From an optimization exercise on the open Yosys and OpenROAD flow, aimed at small area and a short achievable clock period; shortcuts taken in it are not production practice.
Power and IR drop assume default switching activity.

## ALU_TOP
module ALU_TOP (
input wire signed [15:0] A,
input wire signed [15:0] B,
input wire [3:0] ALU_FUNC,
input wire CLK,
input wire RST,
output reg signed [31:0] Arith_OUT,
output reg [15:0] Logic_OUT,
output reg [1:0] CMP_OUT,
output reg [16:0] SHIFT_OUT,
output reg Arith_Flag, Logic_Flag, CMP_Flag, SHIFT_Flag
	);
clock: 95.0 ns
lec_check: 0
abc_area: 1
cap_margin: 20
core_margin: 2
core_utilization: 40
slew_margin: 20
standard.sh (not shown) runs the stock make flow with config.mk's settings and CLKGATE_MAP_FILE= SYNTH_SCRIPT=/design/flow/synth_recipe.tcl, a recipe that flattens the netlist after the stock synthesis.
==> flow/flow/run.sh <==
#!/bin/bash
# The standard layout (standard.sh) with two changes:
#  - every port is buffered by the smallest buffer cell instead of the one buffer_ports
#    picks by default;
#  - repair_timing aims for 45 ns of setup slack (SETUP_SLACK_MARGIN) instead of 0, so the
#    resizer upsizes the critical path; the clock and constraints stay the design's.
# Each tool's output lands in the ORFS logs under orfs/logs/; make's own output goes to
# standard_flow.log in this folder.
set -euo pipefail
bash standard.sh "BUFFER_PORTS_ARGS=-buffer_cell sky130_fd_sc_hd__buf_1" \
  SETUP_SLACK_MARGIN=45 finish > standard_flow.log 2>&1
The baseline finished clean.
Edit:
--- a/flow/flow/run.sh
+++ b/flow/flow/run.sh
@@ -4,3 +4,3 @@
 #    picks by default;
-#  - repair_timing aims for 45 ns of setup slack (SETUP_SLACK_MARGIN) instead of 0, so the
+#  - repair_timing aims for 47 ns of setup slack (SETUP_SLACK_MARGIN) instead of 0, so the
 #    resizer upsizes the critical path; the clock and constraints stay the design's.
@@ -10,2 +10,2 @@
 bash standard.sh "BUFFER_PORTS_ARGS=-buffer_cell sky130_fd_sc_hd__buf_1" \
-  SETUP_SLACK_MARGIN=45 finish > standard_flow.log 2>&1
+  SETUP_SLACK_MARGIN=47 finish > standard_flow.log 2>&1
After rerunning:
- synthesized area does not change
- via count rose by 2.8%
- final area rose by 5.6%
- worst setup slack improves by 1.3 ns
Edit:
==> flow/flow/run.sh (replaced) <==
#!/bin/bash
# The standard layout (standard.sh) with three changes:
#  - synthesis is the standard synthesis with ABC's mapping script replaced by
#    flow/abc.script (flow/synth.tcl); the registers are the standard synthesis's;
#  - every port is buffered by the smallest buffer cell instead of the one buffer_ports
#    picks by default;
#  - repair_timing aims for 44 ns of setup slack (SETUP_SLACK_MARGIN) instead of 0, so the
#    resizer upsizes the critical path; the clock and constraints stay the design's.
# Each tool's output lands in the ORFS logs under orfs/logs/; make's own output goes to
# standard_flow.log in this folder.
set -euo pipefail
bash standard.sh "SYNTH_SCRIPT=$PWD/flow/synth.tcl" \
  "BUFFER_PORTS_ARGS=-buffer_cell sky130_fd_sc_hd__buf_1" \
  SETUP_SLACK_MARGIN=44 finish > standard_flow.log 2>&1
==> flow/flow/abc.script (new file) <==
strash
dch
map -a
topo
stime -c
==> flow/flow/synth.tcl (new file) <==
# The standard synthesis (synth_recipe.tcl in the work folder), with ABC's mapping script
# replaced by flow/abc.script. Only the combinational mapping changes; the registers are the
# standard synthesis's.
set my_flow_dir [file dirname [file normalize [info script]]]
proc abc {args} {
  set i [lsearch -exact $args -script]
  if {$i >= 0} { lset args [expr {$i + 1}] [file join $::my_flow_dir abc.script] }
  yosys abc {*}$args
}
source [file join [file dirname $my_flow_dir] synth_recipe.tcl]
=>
- The changed run produced a clean layout
- die area falls by about 8%
- clock power hardly moves
- maximum frequency falls by about 6%
- sequential share of layout area rises by 0.27 points
- worst setup slack gets worse by 2.9 ns
- total power falls by 2.5%
- sequential power stays flat
- via count falls by 5.2%
- wire length falls by 6.7%
Edit:
==> flow/flow/run.sh (replaced) <==
#!/bin/bash
# The standard layout (standard.sh), with every port buffered by the smallest buffer cell
# instead of the one buffer_ports picks by default. Each tool's output lands in the ORFS logs
# under orfs/logs/; make's own output goes to standard_flow.log in this folder.
set -euo pipefail
bash standard.sh "BUFFER_PORTS_ARGS=-buffer_cell sky130_fd_sc_hd__buf_1" finish > standard_flow.log 2>&1
removed: flow/flow/abc.script
removed: flow/flow/synth.tcl
The changed run finished clean.
Setup slack is worse by 4.1 ns.
Non-clock buffer count fell by 97.
Power fell by about 3.5%.
Clock power barely changes.
Routed wire length rose by 1.9%.
Sequential cell count does not change.
Via count rose by about 1%.
Cell area fell by 5.6%.
Synthesized cell count rose by 14%.
Count of clock-buffer cells in the layout is unchanged.
Sequential power barely changes.
No functional check of the RTL was part of any run of this note.

## separate check: timing with driven ports
No port has a modelled driver above. Below, the same layouts with a new extraction and two added sets of constraints.
Step 1 sets driving cells, clkbuf_16 on the clock port and buf_2 on the other inputs (assumed; they add their load-dependent delay and slew).
Step 2, shift: input delay + t, output delay - t, t = (earliest + latest rising clock arrival at the registers) / 2. This alone moves slack from input paths to output paths.
a / b / c = ideal ports / drivers / drivers and shift; a / b = the first two.
run | t, ns | slack for setup (ns) | latest minus earliest clock arrival (ns) | slew at the worst register clock pin (ns)
the first run | 0.419 | 47.070 / 47.082 / 46.662 | 0.018 / 0.019 | 0.08 / 0.08
the second run | 0.419 | 48.410 / 48.440 / 48.021 | 0.016 / 0.016 | 0.08 / 0.08
the third run | 0.426 | 45.493 / 45.507 / 45.081 | 0.023 / 0.024 | 0.09 / 0.09
the fourth run | 0.421 | 41.424 / 41.438 / 41.017 | 0.017 / 0.018 | 0.08 / 0.08
After both steps every run listed still meets setup and hold. For the third run, which loses most, drivers alone change the setup slack by +0.014 ns; drivers and shift together by -0.412 ns.
